Source: an optimization exercise on an open RTL-to-GDS flow (aim: small area, a short achievable clock period and few clock cycles). Production flows keep margins and buffers that such runs may drop.
The RTL was checked by simulation tests, not by an equivalence proof against the original design.
Power figures rest on the tool's default switching activity, not on a simulated workload.

$ cat design/flow/design.v
`timescale 1ns / 1ps
`timescale 1ns / 1ps
module modBigNumbers(input [35:0] s, input [35:0] c, input cin, input [3:0] x, input [33:0] y,
    input [3:0] xyl, input [3:0] u, input [31:0] number, output [35:0] so, output [35:0] co, output cout
    );
	wire [3:0] t = s[3:0] + c[3:0] + xyl + {3'd0, cin};
	reg [3:0] q;
	always @(*) begin
		case ({t, u[3:1]})
			7'h0: q = 4'h0;
			7'h1: q = 4'h0;
			7'h2: q = 4'h0;
			7'h3: q = 4'h0;
			7'h4: q = 4'h0;
			7'h5: q = 4'h0;
			7'h6: q = 4'h0;
			7'h7: q = 4'h0;
			7'h8: q = 4'h1;
			7'h9: q = 4'h3;
			7'ha: q = 4'h5;
			7'hb: q = 4'h7;
			7'hc: q = 4'h9;
			7'hd: q = 4'hb;
			7'he: q = 4'hd;
			7'hf: q = 4'hf;
			7'h10: q = 4'h2;
			7'h11: q = 4'h6;
			7'h12: q = 4'ha;
			7'h13: q = 4'he;
			7'h14: q = 4'h2;
			7'h15: q = 4'h6;
			7'h16: q = 4'ha;
			7'h17: q = 4'he;
			7'h18: q = 4'h3;
			7'h19: q = 4'h9;
			7'h1a: q = 4'hf;
			7'h1b: q = 4'h5;
			7'h1c: q = 4'hb;
			7'h1d: q = 4'h1;
			7'h1e: q = 4'h7;
			7'h1f: q = 4'hd;
			7'h20: q = 4'h4;
			7'h21: q = 4'hc;
			7'h22: q = 4'h4;
			7'h23: q = 4'hc;
			7'h24: q = 4'h4;
			7'h25: q = 4'hc;
			7'h26: q = 4'h4;
			7'h27: q = 4'hc;
			7'h28: q = 4'h5;
			7'h29: q = 4'hf;
			7'h2a: q = 4'h9;
			7'h2b: q = 4'h3;
			7'h2c: q = 4'hd;
			7'h2d: q = 4'h7;
			7'h2e: q = 4'h1;
			7'h2f: q = 4'hb;
			7'h30: q = 4'h6;
			7'h31: q = 4'h2;
			7'h32: q = 4'he;
			7'h33: q = 4'ha;
			7'h34: q = 4'h6;
			7'h35: q = 4'h2;
			7'h36: q = 4'he;
			7'h37: q = 4'ha;
			7'h38: q = 4'h7;
			7'h39: q = 4'h5;
			7'h3a: q = 4'h3;
			7'h3b: q = 4'h1;
			7'h3c: q = 4'hf;
			7'h3d: q = 4'hd;
			7'h3e: q = 4'hb;
			7'h3f: q = 4'h9;
			7'h40: q = 4'h8;
			7'h41: q = 4'h8;
			7'h42: q = 4'h8;
			7'h43: q = 4'h8;
			7'h44: q = 4'h8;
			7'h45: q = 4'h8;
			7'h46: q = 4'h8;
			7'h47: q = 4'h8;
			7'h48: q = 4'h9;
			7'h49: q = 4'hb;
			7'h4a: q = 4'hd;
			7'h4b: q = 4'hf;
			7'h4c: q = 4'h1;
			7'h4d: q = 4'h3;
			7'h4e: q = 4'h5;
			7'h4f: q = 4'h7;
			7'h50: q = 4'ha;
			7'h51: q = 4'he;
			7'h52: q = 4'h2;
			7'h53: q = 4'h6;
			7'h54: q = 4'ha;
			7'h55: q = 4'he;
			7'h56: q = 4'h2;
			7'h57: q = 4'h6;
			7'h58: q = 4'hb;
			7'h59: q = 4'h1;
			7'h5a: q = 4'h7;
			7'h5b: q = 4'hd;
			7'h5c: q = 4'h3;
			7'h5d: q = 4'h9;
			7'h5e: q = 4'hf;
			7'h5f: q = 4'h5;
			7'h60: q = 4'hc;
			7'h61: q = 4'h4;
			7'h62: q = 4'hc;
			7'h63: q = 4'h4;
			7'h64: q = 4'hc;
			7'h65: q = 4'h4;
			7'h66: q = 4'hc;
			7'h67: q = 4'h4;
			7'h68: q = 4'hd;
			7'h69: q = 4'h7;
			7'h6a: q = 4'h1;
			7'h6b: q = 4'hb;
			7'h6c: q = 4'h5;
			7'h6d: q = 4'hf;
			7'h6e: q = 4'h9;
			7'h6f: q = 4'h3;
			7'h70: q = 4'he;
			7'h71: q = 4'ha;
			7'h72: q = 4'h6;
			7'h73: q = 4'h2;
			7'h74: q = 4'he;
			7'h75: q = 4'ha;
			7'h76: q = 4'h6;
			7'h77: q = 4'h2;
			7'h78: q = 4'hf;
			7'h79: q = 4'hd;
			7'h7a: q = 4'hb;
			7'h7b: q = 4'h9;
			7'h7c: q = 4'h7;
			7'h7d: q = 4'h5;
			7'h7e: q = 4'h3;
			7'h7f: q = 4'h1;
			default: q = 4'h0;
		endcase
	end
	wire [38:0] yr0 = x[0] ? ({5'd0, y} << 0) : 39'd0;
	wire [38:0] yr1 = x[1] ? ({4'd0, y, 1'b0}) | {38'd0, cin} : {38'd0, cin};
	wire [38:0] yr2 = x[2] ? ({5'd0, y} << 2) : 39'd0;
	wire [38:0] yr3 = x[3] ? ({5'd0, y} << 3) : 39'd0;
	wire [38:0] nr0 = q[0] ? ({7'd0, number} << 0) : 39'd0;
	wire [38:0] nr1 = q[1] ? ({7'd0, number} << 1) : 39'd0;
	wire [38:0] nr2 = q[2] ? ({7'd0, number} << 2) : 39'd0;
	wire [38:0] nr3 = q[3] ? ({7'd0, number} << 3) : 39'd0;
	wire [38:0] v1 = {3'd0, s} ^ {3'd0, c} ^ yr0;
	wire [38:0] v2 = {(({3'd0, s} & {3'd0, c}) | ({3'd0, s} & yr0) | ({3'd0, c} & yr0)), 1'b0};
	wire [38:0] v3 = yr1 ^ yr2 ^ yr3;
	wire [38:0] v4 = {((yr1 & yr2) | (yr1 & yr3) | (yr2 & yr3)), 1'b0};
	wire [38:0] v5 = v1 ^ v2 ^ v3;
	wire [38:0] v6 = {((v1 & v2) | (v1 & v3) | (v2 & v3)), 1'b0};
	wire [38:0] v7 = v4 ^ v5 ^ v6;
	wire [38:0] v8 = {((v4 & v5) | (v4 & v6) | (v5 & v6)), 1'b0};
	wire [38:0] v9 = v7 ^ v8 ^ nr0;
	wire [38:0] v10 = {((v7 & v8) | (v7 & nr0) | (v8 & nr0)), 1'b0};
	wire [38:0] v11 = nr1 ^ nr2 ^ nr3;
	wire [38:0] v12 = {((nr1 & nr2) | (nr1 & nr3) | (nr2 & nr3)), 1'b0};
	wire [38:0] v13 = v9 ^ v10 ^ v11;
	wire [38:0] v14 = {((v9 & v10) | (v9 & v11) | (v10 & v11)), 1'b0};
	wire [38:0] v15 = v12 ^ v13 ^ v14;
	wire [38:0] v16 = {((v12 & v13) | (v12 & v14) | (v13 & v14)), 1'b0};
	wire [38:0] sf = v15;
	wire [38:0] cf = v16;
	assign cout = |{sf[3:0], cf[3:0]};
	assign so = {1'd0, sf[38:4]};
	assign co = {1'd0, cf[38:4]};
endmodule
module montInv(input [3:0] n, output reg [3:0] u);
	always @(*) begin
		case (n[3:1])
			3'h0: u = 4'hf;
			3'h1: u = 4'h5;
			3'h2: u = 4'h3;
			3'h3: u = 4'h9;
			3'h4: u = 4'h7;
			3'h5: u = 4'hd;
			3'h6: u = 4'hb;
			3'h7: u = 4'h1;
			default: u = 4'h0;
		endcase
	end
endmodule
`timescale 1ns / 1ps
module main(input clk, input rst, input start, input [31:0] n, input [63:0] exponent,
    output ready, output done, output [31:0] prime1
    );
	localparam ITER = 4;
	localparam K    = 36 / ITER;      
	reg st_idle, st_norm, st_dbl, st_mul, st_conv, st_fin, st_gcd;
	reg        done_r;
	reg [31:0] a;         
	reg [63:0] er;        
	reg [6:0]  bl;        
	reg [6:0]  cnt;
	reg        first;     
	reg [33:0] v;
	reg [35:0] S, C;      
	reg [ITER-1:0] xb;    
	reg [ITER-1:0] xyl;   
	reg [ITER-1:0] u;     
	assign ready  = st_idle;
	assign done   = done_r;
	assign prime1 = a;
	reg         cin;      
	wire [35:0] s_nx, c_nx;
	wire        cin_nx;
	modBigNumbers mont (.s(S), .c(C), .cin(cin), .x(xb), .y(v), .xyl(xyl), .u(u), .number(a),
		.so(s_nx), .co(c_nx), .cout(cin_nx));
	wire [ITER-1:0] u_nx;
	montInv minv (.n(n[ITER-1:0]), .u(u_nx));
	wire [36:0] pa = st_conv ? {1'b0, S} :
	                 (st_fin | first) ? 37'd0 :
	                 st_gcd  ? {1'b0, S} : {2'b00, v, 1'b0};
	wire [36:0] pb = st_conv ? {1'b0, C} :
	                 st_fin  ? {1'b1, ~{2'b00, v}} : ~{5'd0, a};
	wire        pc = st_conv ? cin : 1'b1;
	wire [37:0] sum2 = {pa, 1'b1} + {pb, pc};
	wire [36:0] sum  = sum2[37:1];
	wire        neg = sum[36];
	wire [33:0] v_dbl  = neg ? {v[32:0], 1'b0} : sum[33:0];
	wire [33:0] v_conv = er[63] ? {sum[32:0], 1'b0} : sum[33:0];
	wire        normdone = er[63] | (bl == 7'd5);
	wire [4:0]  P = er[63:59];
	wire [35:0] vpad = {2'b00, v};
	wire        b_eq_a = (S == {4'd0, a});
	reg  [31:0] mask;
	reg  [6:0]  cnt0;     
	integer     bi;
	always @(*) begin
		mask = 32'd0;
		cnt0 = 7'd36;
		for (bi = 0; bi < 32; bi = bi + 1)
			if (a[bi]) begin
				mask = {32{1'b1}} >> (31 - bi);
				cnt0 = 7'd35 - bi[6:0];
			end
	end
	wire [33:0] v_init = {2'b00, sum[31:0] & mask};
	wire        dbl_now = !first && cnt != 0;
	wire [6:0]  cnt_cur = first ? cnt0 : cnt;
	wire [ITER-1:0] xb_nx = st_conv ? v_conv[ITER-1:0] : st_mul ? vpad[ITER*(cnt+1) +: ITER] : v[ITER-1:0];
	wire [ITER-1:0] yl_nx = st_conv ? v_conv[ITER-1:0] : v[ITER-1:0];
	wire [ITER-1:0] xyl_nx = xb_nx * yl_nx;
	always @(posedge clk) begin
		xb  <= xb_nx;
		xyl <= xyl_nx;
		S   <= 36'd0;
		C   <= 36'd0;
		cin <= 1'b0;
		if (st_mul) begin
			S   <= s_nx;
			C   <= c_nx;
			cin <= cin_nx;
		end
		if (st_fin) S <= sum[35:0];       
		if (st_gcd) begin
			if (!S[0])
				S <= S[1] ? {1'b0, S[35:1]} : {2'b00, S[35:2]};
			else if (neg)                  
				S <= {4'd0, a};
			else
				S <= sum[1] ? sum[36:1] : {1'b0, sum[36:2]};
		end
		if (st_idle) begin
			a   <= n;
			u   <= u_nx;
			er  <= exponent;
			bl  <= 7'd64;
			first <= 1'b1;
		end
		if (st_norm) begin
			first <= 1'b0;
			if (first) begin
				v   <= v_init;
				cnt <= cnt0;
			end
			else if (cnt != 0) begin
				v   <= v_dbl;
				cnt <= cnt - 7'd1;
			end
			if (!normdone) begin
				er <= {er[62:0], 1'b0};
				bl <= bl - 7'd1;
			end
			else begin
				er  <= {er[58:0], 5'd0};
				bl  <= bl - 7'd5;
				cnt <= cnt_cur - {6'd0, dbl_now} + {2'b00, P};
			end
		end
		if (st_dbl) begin
			if (cnt != 0) begin
				v   <= v_dbl;
				cnt <= cnt - 7'd1;
			end
		end
		if (st_mul) begin
			cnt <= cnt + 7'd1;
		end
		if (st_conv) begin
			v   <= v_conv;
			er  <= {er[62:0], 1'b0};
			bl  <= bl - 7'd1;
			cnt <= 7'd0;
		end
		if (st_gcd && S[0] && !b_eq_a && neg)
			a <= S[31:0];
		done_r <= 1'b0;
		if (rst) begin
			st_idle <= 1'b1;
			st_norm <= 1'b0;
			st_dbl  <= 1'b0;
			st_mul  <= 1'b0;
			st_conv <= 1'b0;
			st_fin  <= 1'b0;
			st_gcd  <= 1'b0;
		end
		else begin
			if (st_idle && start) begin
				st_idle <= 1'b0;
				st_norm <= 1'b1;
			end
			if (st_norm && normdone) begin
				st_norm <= 1'b0;
				st_dbl  <= 1'b1;
			end
			if (st_dbl && cnt == 0) begin
				st_dbl <= 1'b0;
				if (bl == 0) st_fin <= 1'b1;
				else         st_mul <= 1'b1;
			end
			if (st_mul && cnt == K - 1) begin
				st_mul  <= 1'b0;
				st_conv <= 1'b1;
			end
			if (st_conv) begin
				st_conv <= 1'b0;
				if (bl == 7'd1) st_fin <= 1'b1;
				else            st_mul <= 1'b1;
			end
			if (st_fin) begin
				st_fin <= 1'b0;
				st_gcd <= 1'b1;
			end
			if (st_gcd && S[0] && b_eq_a) begin
				st_gcd  <= 1'b0;
				st_idle <= 1'b1;
				done_r  <= 1'b1;
			end
		end
	end
endmodule
$ cat design/flow/run.sh
#!/bin/bash
# synth_recipe.tcl (not shown) runs the flow's synth.tcl, then flattens the netlist and writes it again
# the make line also repeats each setting of config.mk as NAME=value (left out here)
make -C /OpenROAD-flow-scripts/flow DESIGN_CONFIG=/design/flow/config.mk WORK_HOME=/design/flow/orfs CLKGATE_MAP_FILE= SYNTH_SCRIPT=/design/flow/synth_recipe.tcl finish
$ cat design/flow/config.mk
export PLATFORM = sky130hd
export DESIGN_NAME = main
export DESIGN_NICKNAME = main
export VERILOG_FILES = /design/flow/design.v
export SDC_FILE = /design/flow/constraint.sdc
export NUM_CORES = 4
export LEC_CHECK = 0
export CAP_MARGIN = 20
export CORE_MARGIN = 2
export CORE_UTILIZATION = 40
export SETUP_SLACK_MARGIN = 3
export SLEW_MARGIN = 20
$ cat design/flow/constraint.sdc
create_clock -name core_clock -period 8.0 [get_ports {clk}]
set_input_delay 1.6000 -clock core_clock [delete_from_list [all_inputs] [get_ports {clk}]]
set_output_delay 1.6000 -clock core_clock [all_outputs]
set_load 0.01 [all_outputs]
==> run_results.csv, run 1 <==
group,metric,value,unit
clock_tree,postCtsHoldBufs,0,
finish,layout.nets,3425,
clock_tree,numCtsBuffers,31,
clock_tree,cts_tree,"built",
clock_tree,clock_sinks,236,
logic_synthesis,netlist.area_leader.share,20.8,%
clock_tree,cts.path.max_buffers,3,
logic_synthesis,syn_area_per_cell,8.71,sq um
critical_path,worst_setup_path_start_kind,"flop",
logic_synthesis,yosysSeqAreaShare,22.4,%
logic_synthesis,yosys.area.top_type,"fa_1",
routing,wl_per_cell,26.1,microns
logic_synthesis,synth-edff-count,105,
logic_synthesis,synth-seq-cells,236,
finish,regArea,5800,sq um
floorplan,die_h,258,microns
power,p_per_area,291,nW/um^2
power,p_sw_share,49.3,%
place,dpl_cell_area,27700,sq um
worst_hold_path,min_path_type,"flop to flop",
logic_synthesis,synthCells,2955,
timing,period_share,62.6,%
finish,multiInputGateArea,18600,sq um
timing,worstMarginPinSlew,1.17,ns
floorplan,die_w,258,microns
routing,ant_nets,0,
timing,fmax,200,MHz
logic_synthesis,synth-main-ff-cell,"dfxtp_1",
power,clock_power_share,16.2,%
logic_synthesis,ys_warn_count,3,
logic_synthesis,synth_area_leaders,"fa_1 21%, edfxtp_1 12%, dfxtp_1 10%, nand2_1 6.1%, mux2i_1 5.1%",
grt,antenna_found_initial,2,
logic_synthesis,syn-num-nets,3405,
floorplan,coreArea,64000,sq um
timing,holdWs,0.537,ns
finish,drive_gt1_share,10.1,%
logic_synthesis,synth_cell_types,90,
grt,grt_start_max_net_pins,130,
power,leakage,12.5,nW
clock_tree,insertion_delay,0.61,ns
routing,routed_wl,101000,microns
power,p_int,0.00437,W
timing,relSlewSlack,21.7,%
grt,first_global_vias,24100,
clock_tree,cts.root.buffer_cell,"clkbuf_16",
logic_synthesis,syn_area,25700,sq um
finish,finish.instance_area,29600,sq um
grt,grt_overflow,0,
critical_path,endpoint_kind,"flop",
floorplan,std_cell_rows,93,
grt,grt_pass1_wl,151000,microns
critical_path,criticalPathCategory,"flop to flop",
critical_path,worst_ep_required_time,8.48,ns
outcome,status,"finished clean",
logic_synthesis,async_flop_share,0,%
routing,drc,0,
power,p_comb_share,60.2,%
floorplan,initial_core_util,40.2,%
timing,tns,0,ns
timing,clock_skew,0.0159,ns
power,power_switching,0.00425,W
grt,grt_usage,29.9,%
power,ir_drop,0.000190,V
critical_path,crit_arrival,5.49,ns
place,portBuffers,132,
timing,setup_violations,0,
clock_tree,cts-htree-levels,1,
finish,syn_to_final_growth,14.8,%
place,globalplace.congestion,0.970,
flow_run,drv_cap,0,
power,seq_power_share,23.6,%
routing,vias_per_cell,6.10,
routing,firstDrtPassIters,6,
place,detailed_place_hpwl,65500,microns
routing,vias,23500,
timing,period_needed,5.01,ns
timing,rsz0062_at_grt,"yes",
finish,fillers,6178,
clock_tree,path_clk_slew,0.06,ns
floorplan,ioPinCount,133,
routing,drtIter0Drc,2527,
critical_path,path_max_fanout,8,
timing,slew_viol_final,0,
floorplan,die_area,66400,sq um
timing,hold_viol,0,
-- cells in the mapped netlist (all sizes together), types with 15 or more instances --
cell type	instances
fa	267
a21o	25
a22oi	17
and2	209
o211ai	25
nand3	29
a211oi	23
xnor2	58
edfxtp	105
o21ai	212
nor2b	19
mux2	71
a21oi	177
a221oi	48
nor4	16
buf	50
xor2	44
nor3	41
nand2	419
o21a	15
dfxtp	131
a31oi	20
mux2i	132
ha	84
inv	250
clkbuf	174
nor2	134
-- critical path, stage by stage, from the launching register on --
cell      delay [ns]
dfxtp_4         0.35
fa_1            0.60
ha_4            0.16
inv_2           0.04
fa_2            0.59
xor2_1          0.18
nand2_1         0.08
xor2_1          0.17
a21oi_2         0.17
xnor2_2         0.14
buf_6           0.18
buf_12          0.12
buf_16          0.16
nand2_4         0.07
fa_1            0.53
fa_2            0.54
inv_2           0.03
fa_1            0.45
a221oi_2        0.26
a221oi_2        0.05
-- per-layer routing --
metal / track usage, % / vias up / wire [microns]
met5: 0 / - / 0
met3: 5.05 / 358 / 9800
met4: 15.3 / 0 / 6050
met1: 38.4 / 11600 / 38700
met2: 48.6 / 1422 / 46100
li1: - / 10100 / -
-- cells in the final DEF (no fill, tap or decap), types with 18 or more instances in the layout --
cell / instances
mux2_2: 45
mux2i_1: 132
buf_4: 54
inv_1: 243
clkdlybuf4s50_1: 132
xor2_1: 41
o21ai_0: 179
nor2_1: 128
a21o_1: 24
a221oi_1: 18
a21oi_1: 170
xnor2_1: 55
clkbuf_16: 32
a31oi_1: 19
edfxtp_1: 105
nor3_1: 40
a211oi_1: 18
ha_1: 79
and2_1: 208
a221oi_2: 30
mux2_1: 25
nand3_1: 29
nand2_1: 396
o211ai_1: 22
dfxtp_1: 121
fa_1: 263
o21ai_1: 30
-- layout make-up --
| cell class | count | area share [%] |
|---|---|---|
| multi-input combinational | 2246 | 62.7 |
| sequential | 236 | 19.6 |
| timing repair buffer | 210 | 7.57 |
| tap | 855 | 3.62 |
| inverter | 250 | 3.17 |
| clock buffer | 36 | 2.72 |
| clock inverter | 21 | 0.542 |
| antenna | 1 | 0.00846 |
-- flip-flops by register name, indices dropped and copies added (netlist names), 3 cells and up --
signal  cells
er         64
S          36
C          35
v          34
a          32
bl          7
cnt         7
xb          4
xyl         4
u           3
-- power by group through the flow --
stage          sequential (W)  clock, W  combinational, W
2_1_floorplan         0.00161         0           0.00359
3_3_place_gp          0.00203         0           0.00451
3_5_place_dp          0.00203         0           0.00461
4_1_cts               0.00201   0.00141           0.00491
5_1_grt               0.00204   0.00145           0.00577
6_report              0.00203   0.00139           0.00519
-- final timing paths --
| kind | start | endpoint | slack [ns] | cells after the start |
|---|---|---|---|---|
| worst max-delay path | C[0]$_SDFF_PN0_ | S[27]$_DFF_P_ | 2.99 | 19 |
| worst min-delay path | st_mul$_SDFF_PP0_ | st_conv$_SDFF_PP0_ | 0.54 | 2 |
| worst max register to register | C[0]$_SDFF_PN0_ | S[27]$_DFF_P_ | 2.99 | 19 |
| worst min register to register | st_mul$_SDFF_PP0_ | st_conv$_SDFF_PP0_ | 0.54 | 2 |
-- through the flow --
step / power [W] / setup WS [ns] / util, % / std cells
after detailed placement: 0.00665 / 2.31 / 43.3 / 3771
after floorplan: 0.00520 / 3.04 / - / 2955
after CTS: 0.00833 / 2.94 / 45.5 / 3843
final: 0.00862 / 2.99 / 46.2 / 3855
after global routing: 0.00926 / 2.89 / 46.2 / 3854
after global placement: 0.00654 / 2.37 / 43.3 / 3771
-- cell families (layout without fill, tap and decap cells) --
group                      after synthesis  in the layout  share of synthesized area, %
other                                    0              1                             0
buffers and inverters                  474            517                          7.38
adders and majority gates              351            351                          24.8
xor gates and xnor gates               102            102                          3.47
DFF                                    236            236                          22.4
and+or+nand+nor                        925            926                          17.0
muxes                                  207            207                          8.60
AOI/OAI and AO/OA                      660            660                          16.3
-- repair_timing --
item | in CTS | in global routing
setup buffers | 9 | 8
cloned | 6 | 2
pin swaps | 14 | 132
resized for setup | 31 | 95
setup endpoints to repair | 167 | 128
Testbench counts, summed over its fixed seeds: cycles 98,748.
==> run 2, diff against run 1 <==
--- a/design/flow/config.mk
+++ b/design/flow/config.mk
@@ -9,4 +9,3 @@
 export CORE_MARGIN = 2
 export CORE_UTILIZATION = 40
-export SETUP_SLACK_MARGIN = 3
 export SLEW_MARGIN = 20
==> run_results.csv, run 2 <==
group,metric,value,unit
place,detailed_place_hpwl,67400,microns
floorplan,die_w,258,microns
timing,fmax,171,MHz
clock_tree,clock_sinks,236,
logic_synthesis,syn_area,25700,sq um
finish,syn_to_final_growth,11.6,%
outcome,status,"finished clean",
timing,relSlewSlack,24.1,%
logic_synthesis,netlist.area_leader.share,20.8,%
grt,grt_start_max_net_pins,129,
logic_synthesis,synth_common_cells,"418 x nand2_1, 267 x fa_1, 250 x inv_1",
critical_path,worst_ep_required_time,8.25,ns
clock_tree,postCtsHoldBufs,0,
logic_synthesis,synth-edff-count,105,
power,leakage,12.2,nW
routing,drc,0,
routing,wl_per_cell,25.4,microns
clock_tree,insertion_delay,0.62,ns
critical_path,crit_arrival,6.09,ns
floorplan,ioPinCount,133,
finish,largest_register_ffs,64,
logic_synthesis,synth_area_leaders,"fa_1 21%, edfxtp_1 12%, dfxtp_1 10%, nand2_1 6.1%, mux2i_1 5.1%",
routing,firstDrtPassIters,7,
floorplan,die_h,258,microns
timing,setup_violations,0,
clock_tree,numCtsBuffers,31,
floorplan,coreArea,64000,sq um
grt,grt_overflow,0,
critical_path,endpoint_kind,"flop",
routing,ant_nets,0,
floorplan,initial_core_util,40.2,%
floorplan,die_area,66400,sq um
finish,layout.nets,3401,
clock_tree,cts_tree,"built",
timing,clock_skew,0.0141,ns
timing,rsz0062_at_grt,"no",
timing,tns,0,ns
power,power_switching,0.00404,W
finish,n_antenna_cell,0,
timing,hold_viol,0,
power,p_int,0.00420,W
logic_synthesis,syn-num-nets,3405,
routing,vias_per_cell,6.00,
flow_run,drv_cap,0,
timing,slew_viol_final,0,
logic_synthesis,ys_warn_count,3,
power,p_per_area,287,nW/um^2
logic_synthesis,synth-main-ff-cell,"dfxtp_1",
worst_hold_path,min_path_type,"flop to flop",
power,p_sw_share,49.0,%
logic_synthesis,synth_cell_types,90,
logic_synthesis,synth-seq-cells,236,
clock_tree,path_clk_slew,0.06,ns
finish,top_register,"er",
finish,top_regs,"er x64, S x36, C x35",
routing,routed_wl,97500,microns
power,power,0.00824,W
power,clock_power_share,17.7,%
finish,fillers,6235,
finish,final_common_cell,"nand2_1",
clock_tree,cts_setup_buffers,0,
critical_path,criticalPathCategory,"flop to flop",
logic_synthesis,synthCells,2955,
place,globalplace.congestion,0.976,
finish,finish.instance_area,28700,sq um
logic_synthesis,yosysMostFrequentCell,"nand2_1",
critical_path,worst_setup_path_start_kind,"flop",
logic_synthesis,yosysSeqAreaShare,22.4,%
routing,vias,23000,
place,portBuffers,132,
clock_tree,cts_resized,0,
logic_synthesis,async_flop_share,0,%
routing,drtIter0Drc,2442,
logic_synthesis,yosys.area.top_type,"fa_1",
grt,first_global_vias,23700,
finish,multiInputGateArea,18200,sq um
power,ir_drop,0.000178,V
floorplan,std_cell_rows,93,
timing,period_needed,5.84,ns
grt,grt_usage,29.0,%
finish,drive_gt1_share,6.72,%
grt,antenna_found_initial,1,
place,dpl_cell_area,27700,sq um
timing,worstMarginPinSlew,1.13,ns
timing,period_share,73.0,%
power,p_comb_share,57.6,%
finish,regArea,5790,sq um
clock_tree,cts.root.buffer_cell,"clkbuf_16",
grt,grt_pass1_wl,148000,microns
finish,mostFrequentLayoutCells,"417 x nand2_1, 267 x fa_1, 250 x inv_1",
logic_synthesis,syn_area_per_cell,8.71,sq um
clock_tree,cts-htree-levels,1,
power,seq_power_share,24.7,%
critical_path,path_max_fanout,35,
clock_tree,cts.path.max_buffers,3,
[run 2: cell families after synthesis]
family          Yosys count  synth area share [%]
simple gates            925                  17.0
compound gates          660                  16.3
buf+inv                 474                  7.38
fa+ha+maj               351                  24.8
flops                   236                  22.4
mux                     207                  8.60
xor+xnor                102                  3.47
[run 2: final cells by class]
class / instances / area share [%]
Tap cell: 855 / 3.72
Multi-Input combinational cell: 2245 / 63.2
Timing Repair Buffer: 187 / 6.12
Inverter: 250 / 3.27
Clock inverter: 19 / 0.701
Sequential cell: 236 / 20.1
Clock buffer: 39 / 2.84
[run 2: metal layers]
metal | global-route usage [%] | up-vias | wire length, microns
met4 | 13.5 | 0 | 5120
met1 | 37.9 | 11400 | 38900
met3 | 3.24 | 328 | 7710
met5 | 0 | - | 0
met2 | 48.4 | 1237 | 45800
li1 | - | 10000 | -
[run 2: stage by stage]
stage | util, % | setup WS, ns | hold slack (ns) | instances
after detailed placement | 43.3 | 2.19 | 0.575 | 3773
after global routing | 44.9 | 1.86 | 0.650 | 3831
after global placement | 43.3 | 2.19 | 0.537 | 3773
after CTS | 44.9 | 2.17 | 0.583 | 3831
after floorplan | - | 2.98 | 0.465 | 2955
final | 44.9 | 2.16 | 0.568 | 3831
[run 2: worst max-delay path, cell delays in order, from the launching register on]
cell and delay [ns]:
dfxtp_2 0.74, or2_2 0.85, nand2_1 0.17, a21oi_1 0.20, ha_1 0.34, a21oi_1 0.30
o21ai_0 0.15, a211oi_1 0.30, a2bb2oi_1 0.32, a21oi_2 0.12, o21ai_0 0.33, a21boi_4 0.13
nor2_4 0.20, nand2_4 0.37, nand2_1 0.36, buf_4 0.50
[run 2: worst paths after layout]
path,start,to,slack [ns],cells past startpoint
worst min register to register,er[0]$_SDFFE_PP0P_,er[0]$_SDFFE_PP0P_,0.57,2
worst min-delay path,er[0]$_SDFFE_PP0P_,er[0]$_SDFFE_PP0P_,0.57,2
worst max register to register,st_gcd$_SDFFE_PP0P_,a[25]$_DFFE_PP_,2.16,15
worst max-delay path,st_gcd$_SDFFE_PP0P_,a[25]$_DFFE_PP_,2.16,15
[run 2: power groups by stage]
stage | Combinational (W) | Sequential [W] | Clock (W)
4_1_cts | 0.00472 | 0.00201 | 0.00148
5_1_grt | 0.00533 | 0.00204 | 0.00152
3_3_place_gp | 0.00453 | 0.00203 | 0
2_1_floorplan | 0.00359 | 0.00161 | 0
6_report | 0.00474 | 0.00203 | 0.00146
3_5_place_dp | 0.00468 | 0.00203 | 0
==> run 3, diff against run 2 <==
--- a/design/flow/config.mk
+++ b/design/flow/config.mk
@@ -9,3 +9,4 @@
 export CORE_MARGIN = 2
 export CORE_UTILIZATION = 40
+export SETUP_SLACK_MARGIN = 2
 export SLEW_MARGIN = 20
==> run_results.csv, run 3 <==
group,metric,value,unit
outcome,status,"finished clean",
floorplan,coreArea,64000,sq um
timing,holdWs,0.569,ns
floorplan,ioPinCount,133,
power,p_per_area,286,nW/um^2
finish,syn_to_final_growth,11.7,%
power,ir_drop,0.000178,V
timing,rsz0062_at_grt,"no",
floorplan,initial_core_util,40.2,%
grt,grt_overflow,0,
logic_synthesis,synthSimpleGateAreaFrac,17.0,%
power,leakage,12.2,nW
logic_synthesis,yosys.area.top_type,"fa_1",
logic_synthesis,ys_warn_count,3,
finish,top_register,"er",
finish,final_core_util,44.9,%
logic_synthesis,synth_adder_area_share,24.8,%
timing,worstMarginPinSlew,1.14,ns
finish,multiInputGateArea,18200,sq um
logic_synthesis,synth-seq-cells,236,
critical_path,worst_setup_path_start_kind,"flop",
logic_synthesis,synth_top_family_by_area,"adder cells",
clock_tree,cts.root.buffer_cell,"clkbuf_16",
place,detailed_place_hpwl,67400,microns
critical_path,crit_arrival,6.20,ns
timing,slew_viol_final,0,
clock_tree,cts_tree,"built",
logic_synthesis,synth-main-ff-cell,"dfxtp_1",
floorplan,die_w,258,microns
power,seq_power_share,24.7,%
worst_hold_path,min_path_type,"flop to flop",
finish,layout.nets,3401,
timing,hold_viol,0,
routing,wl_per_cell,25.4,microns
logic_synthesis,synth_compound_area_share,16.3,%
critical_path,criticalPathCategory,"flop to flop",
finish,drive_gt1_share,6.75,%
finish,top_regs,"er x64, S x36, C x35",
power,clock_power_share,17.8,%
place,globalplace.congestion,0.976,
timing,worst_slack,2.31,ns
floorplan,die_h,258,microns
critical_path,endpoint_kind,"flop",
critical_path,worst-r2r-setup-slack,2.31,ns
finish,largest_register_ffs,64,
clock_tree,cts-htree-levels,1,
power,power_switching,0.00403,W
critical_path,worst_ep_required_time,8.51,ns
finish,final_common_cell,"nand2_1",
finish,fillers,6233,
logic_synthesis,synth_area_leaders,"fa_1 21%, edfxtp_1 12%, dfxtp_1 10%, nand2_1 6.1%, mux2i_1 5.1%",
timing,clock_skew,0.0159,ns
clock_tree,cts_setup_buffers,0,
clock_tree,insertion_delay,0.62,ns
finish,regArea,5790,sq um
timing,relSlewSlack,23.8,%
routing,routed_wl,97500,microns
clock_tree,cts.path.max_buffers,3,
logic_synthesis,syn-num-nets,3405,
grt,antenna_found_initial,1,
logic_synthesis,yosysMostFrequentCell,"nand2_1",
routing,ant_nets,0,
critical_path,path_max_fanout,32,
logic_synthesis,yosysSeqAreaShare,22.4,%
timing,fmax,176,MHz
place,portBuffers,132,
clock_tree,clock_sinks,236,
power,p_sw_share,49.0,%
grt,first_global_vias,23700,
logic_synthesis,netlist.area_leader.share,20.8,%
logic_synthesis,synth-edff-count,105,
grt,grt_start_max_net_pins,129,
clock_tree,path_clk_slew,0.07,ns
routing,drc,0,
power,p_comb_share,57.5,%
logic_synthesis,async_flop_share,0,%
finish,mostFrequentLayoutCells,"417 x nand2_1, 267 x fa_1, 250 x inv_1",
flow_run,drv_cap,0,
grt,grt_usage,29.0,%
logic_synthesis,syn_area_per_cell,8.71,sq um
routing,drtIter0Drc,2372,
routing,vias,23000,
timing,tns,0,ns
grt,grt_pass1_wl,148000,microns
place,pre_cts_slack,2.19,ns
routing,vias_per_cell,6.00,
timing,period_share,71.1,%
clock_tree,numCtsBuffers,31,
timing,setup_violations,0,
logic_synthesis,syn_area,25700,sq um
logic_synthesis,synth_common_cells,"418 x nand2_1, 267 x fa_1, 250 x inv_1",
logic_synthesis,synthCells,2955,
logic_synthesis,synthMuxAreaShare,8.60,%
routing,firstDrtPassIters,6,
logic_synthesis,synth_cell_types,90,
floorplan,std_cell_rows,93,
timing,period_needed,5.69,ns
logic_synthesis,synth_xor_area_share,3.47,%
power,p_int,0.00420,W
floorplan,die_area,66400,sq um
[run 3: cell types whose count changed in the layout (fill, tap and decap cells not counted), sizes merged]
| cell | previous run | this run |
|---|---|---|
| diode | 0 | 1 |
[run 3: layer usage]
layer  global-route usage [%]  wire length (microns)  vias up
met5                        0                      0        -
met4                     13.5                   4980        0
met3                     3.24                   7390      303
met2                     48.4                  46000     1241
met1                     37.9                  39100    11400
li1                         -                      -    10000
[run 3: cell families after synthesis]
logic type / count (synthesis)
adder cells (fa/ha/maj): 351
buffers and inverters: 474
XOR/XNOR: 102
multiplexers: 207
AO/OA/AOI/OAI: 660
AND/OR/NAND/NOR: 925
flip-flops: 236
[run 3: what timing repair did]
item	4_1_cts	5_1_grt
hold buffers	0	0
setup endpoints to repair	0	39
gates resized for setup	0	3
[run 3: stage by stage]
stage / area, sq um / total power, W / cells
2_1_floorplan: 25700 / 0.00520 / 2955
3_3_place_gp: 27700 / 0.00656 / 3773
3_5_place_dp: 27700 / 0.00672 / 3773
4_1_cts: 28700 / 0.00821 / 3831
5_1_grt: 28700 / 0.00889 / 3831
6_report: 28800 / 0.00823 / 3832
[run 3: power by group through the flow]
stage / clock (W) / sequential, W / combinational, W
after floorplan: 0 / 0.00161 / 0.00359
after CTS: 0.00148 / 0.00201 / 0.00472
after global routing: 0.00152 / 0.00204 / 0.00533
after detailed placement: 0 / 0.00203 / 0.00468
final: 0.00146 / 0.00203 / 0.00474
after global placement: 0 / 0.00203 / 0.00453
[run 3: final timing paths]
check,from,cells after the start,endpoint
worst max-delay path,C[0]$_SDFF_PN0_,19,S[23]$_DFF_P_
worst min-delay path,er[0]$_SDFFE_PP0P_,2,er[0]$_SDFFE_PP0P_
worst max register to register,C[0]$_SDFF_PN0_,19,S[23]$_DFF_P_
worst min register to register,er[0]$_SDFFE_PP0P_,2,er[0]$_SDFFE_PP0P_
[run 3: worst max-delay path: stages, from the launching register on]
cell and delay, ns:
dfxtp_1 0.36, fa_1 0.58, ha_2 0.19, inv_1 0.06, fa_1 0.47, xor2_2 0.40
xor2_1 0.19, nand2_1 0.08, xor2_1 0.14, a21oi_1 0.24, xnor2_2 0.14, buf_4 0.48
nand2_1 0.18, fa_1 0.54, fa_1 0.55, inv_1 0.05, fa_1 0.44, a221oi_1 0.27
a21oi_1 0.07, o21a_1 0.13
[run 3: final cells by class]
class	count	area share, %
Clock buffer	39	2.84
Inverter	250	3.26
Multi-Input combinational cell	2245	63.2
Tap cell	855	3.72
Clock inverter	19	0.701
Timing Repair Buffer	187	6.13
Antenna cell	1	0.00870
Sequential cell	236	20.1
==> run 4, diff against run 3 <==
--- a/design/flow/config.mk
+++ b/design/flow/config.mk
@@ -9,4 +9,4 @@
 export CORE_MARGIN = 2
 export CORE_UTILIZATION = 40
-export SETUP_SLACK_MARGIN = 2
+export SETUP_SLACK_MARGIN = 3.5
 export SLEW_MARGIN = 20
==> run_results.csv, run 4 <==
group,metric,value,unit
logic_synthesis,synth_common_cells,"418 x nand2_1, 267 x fa_1, 250 x inv_1",
critical_path,rr_worst_depth,20,
critical_path,worst_ep_required_time,8.51,ns
timing,slew_viol_final,0,
timing,fmax,202,MHz
grt,grt_usage,30.9,%
logic_synthesis,synth_area_leaders,"fa_1 21%, edfxtp_1 12%, dfxtp_1 10%, nand2_1 6.1%, mux2i_1 5.1%",
finish,mostFrequentLayoutCells,"386 x nand2_1, 232 x fa_1, 228 x inv_1",
critical_path,criticalPathCategory,"flop to flop",
critical_path,timing.rr.end,"S[23]$_DFF_P_",
clock_tree,numCtsBuffers,31,
logic_synthesis,syn-num-nets,3405,
worst_hold_path,min_path_type,"flop to flop",
clock_tree,path_clk_slew,0.06,ns
place,globalplace.congestion,0.980,
timing,period_share,61.9,%
critical_path,endpoint_kind,"flop",
finish,largest_register_ffs,64,
clock_tree,insertion_delay,0.62,ns
routing,vias,24000,
finish,stdcell_count,3944,
clock_tree,cts-htree-levels,1,
power,ir_drop,0.000174,V
clock_tree,postCtsHoldBufs,0,
grt,use_met1,38.5,%
grt,first_global_vias,24400,
place,placed_cells,3776,
grt,grt_pass1_wl,155000,microns
timing,hold_viol,0,
timing,worstMarginPinSlew,1.21,ns
critical_path,crit_end,"S[23]$_DFF_P_",
timing,setup_violations,0,
floorplan,die_area,66400,sq um
timing,rsz0062_at_grt,"yes",
floorplan,std_cell_rows,93,
routing,drtIter0Drc,2582,
routing,drc,0,
critical_path,crit_arrival,5.46,ns
floorplan,die_h,258,microns
clock_tree,clock_sinks,236,
critical_path,worst-r2r-setup-slack,3.05,ns
logic_synthesis,synthCells,2955,
grt,grtUsageMet3,6.36,%
timing,tns,0,ns
routing,wl_per_cell,26.8,microns
power,leakage,13.2,nW
timing,clock_skew,0.0171,ns
routing,firstDrtPassIters,6,
place,detailed_place_hpwl,68700,microns
finish,top_register,"er",
critical_path,worst_setup_path_start_kind,"flop",
logic_synthesis,yosysMostFrequentCell,"nand2_1",
logic_synthesis,ys_warn_count,3,
logic_synthesis,synth-edff-count,105,
grt,antenna_found_initial,0,
finish,final_common_cell,"nand2_1",
logic_synthesis,syn_area_per_cell,8.71,sq um
flow_run,drv_cap,0,
floorplan,coreArea,64000,sq um
floorplan,die_w,258,microns
power,p_per_area,302,nW/um^2
routing,vias_per_cell,6.07,
critical_path,cp-startpoint,"C[0]$_SDFF_PN0_",
grt,busiest_layer,"met2",
logic_synthesis,async_flop_share,0,%
logic_synthesis,yosys.area.top_type,"fa_1",
finish,n_antenna_cell,0,
routing,routed_wl,106000,microns
finish,syn_to_final_growth,20.1,%
grt,grtUsageMet2,50.0,%
finish,drive_gt1_share,16.3,%
timing,period_needed,4.95,ns
place,portBuffers,132,
clock_tree,cts.path.max_buffers,3,
logic_synthesis,synth_cell_types,90,
clock_tree,cts_tree,"built",
logic_synthesis,netlist.area_leader.share,20.8,%
timing,holdWs,0.514,ns
logic_synthesis,yosysSeqAreaShare,22.4,%
outcome,status,"finished clean",
logic_synthesis,synth-main-ff-cell,"dfxtp_1",
clock_tree,cts.root.buffer_cell,"clkbuf_16",
finish,top_regs,"er x64, S x36, C x35",
floorplan,initial_core_util,40.2,%
routing,ant_nets,0,
logic_synthesis,synth-seq-cells,236,
logic_synthesis,syn_area,25700,sq um
floorplan,ioPinCount,133,
timing,relSlewSlack,19.2,%
critical_path,path_max_fanout,8,
critical_path,r2r_start,"C[0]$_SDFF_PN0_",
grt,grt_overflow,0,
grt,grt_start_max_net_pins,119,
finish,layout.nets,3515,
## run 4: cell counts after synthesis
Identical to the previous run, type by type.
## run 4: logic make-up (layout without fill, tap and decap cells)
| group | count (synthesis) | count (layout) | share of synthesized area (%) |
|---|---|---|---|
| adder cells (fa/ha/maj) | 351 | 351 | 24.8 |
| AND/OR/NAND/NOR | 925 | 929 | 17.0 |
| AO/OA/AOI/OAI | 660 | 660 | 16.3 |
| multiplexers | 207 | 207 | 8.60 |
| XOR/XNOR | 102 | 102 | 3.47 |
| flip-flops | 236 | 236 | 22.4 |
| buffers and inverters | 474 | 604 | 7.38 |
## run 4: cell type report
class / instances / area, sq um
Fill cell: 6076 / 33100
Tap cell: 855 / 1070
Sequential cell: 236 / 5810
Multi-Input combinational cell: 2249 / 19100
Clock buffer: 48 / 890
Inverter: 250 / 938
Clock inverter: 9 / 101
Timing Repair Buffer: 297 / 3050
## run 4: repair_timing
action	in CTS	in global routing
setup buffers	42	56
resized for setup	150	122
pin swaps	121	98
gates cloned	9	4
endpoints found under the setup margin	171	169
## run 4: how the worst min path moves through the flow
stage,from,endpoint,slack [ns],cells past startpoint
2_1_floorplan,st_mul$_SDFF_PP0_,st_conv$_SDFF_PP0_,0.46,2
3_3_place_gp,st_mul$_SDFF_PP0_,st_conv$_SDFF_PP0_,0.50,2
3_5_place_dp,st_mul$_SDFF_PP0_,st_conv$_SDFF_PP0_,0.50,2
4_1_cts,st_mul$_SDFF_PP0_,st_conv$_SDFF_PP0_,0.51,2
5_1_grt,st_mul$_SDFF_PP0_,st_conv$_SDFF_PP0_,0.55,2
6_report,st_mul$_SDFF_PP0_,st_conv$_SDFF_PP0_,0.51,2
## run 4: report_power, final
part / internal [W] / total, W / switching (W) / leakage, nW
Combinational: 0.00251 / 0.00593 / 0.00343 / 10.5
Clock: 0.000822 / 0.00142 / 0.000603 / 0.485
Sequential: 0.00146 / 0.00197 / 0.000508 / 2.15
## run 4: worst max-delay path: stages (launching register included)
cell      delay [ns]
dfxtp_4         0.36
fa_1            0.59
ha_4            0.15
inv_2           0.03
fa_2            0.56
xor2_1          0.16
nand2_1         0.08
xor2_1          0.17
a21oi_2         0.17
xnor2_2         0.15
buf_6           0.16
buf_16          0.19
buf_12          0.14
nand2_4         0.04
fa_1            0.51
fa_1            0.42
inv_1           0.08
fa_2            0.43
a221oi_2        0.24
a21oi_1         0.07
o21a_1          0.12
## run 4: metrics by stage
| stage | instance area (sq um) | util, % | total power [W] | setup WS [ns] |
|---|---|---|---|---|
| final | 30900 | 48.3 | 0.00933 | 3.05 |
| after global routing | 30900 | 48.3 | 0.00994 | 2.87 |
| after CTS | 29900 | 46.8 | 0.00892 | 3.07 |
| after detailed placement | 27900 | 43.5 | 0.00692 | 2.57 |
| after global placement | 27800 | 43.5 | 0.00682 | 2.63 |
| after floorplan | 25900 | - | 0.00531 | 3.38 |
## run 4: metal layers
| layer | share of wire (%) | wire (microns) |
|---|---|---|
| met4 | 7.2 | 7570 |
| met1 | 38 | 40200 |
| met5 | 0 | 0 |
| met2 | 45 | 47800 |
| met3 | 9.6 | 10200 |

[port drivers added, routing unchanged]
Ports are ideal in the flow. The routed layouts listed here were re-timed in OpenROAD. Step 1 assumes that a clkbuf_16 drives the clock port and a buf_2 every other input. Step 2 times the ports against the registers' clock, not the clock port: input delays grow and output delays shrink by t, the midpoint of the rising clock arrivals with the driver on. Slacks: ideal / step 1 / step 2; pairs: ideal / step 1.
run	shift t [ns]	setup WS [ns]	worst setup path after step 2
run 1	0.674	2.994 / 2.994 / 2.994	register to register
run 2	0.675	2.156 / 2.156 / 2.156	register to register
run 3	0.675	2.311 / 2.311 / 2.311	register to register
run 4	0.671	3.051 / 3.051 / 3.051	register to register
After both steps every run listed still meets setup and hold.
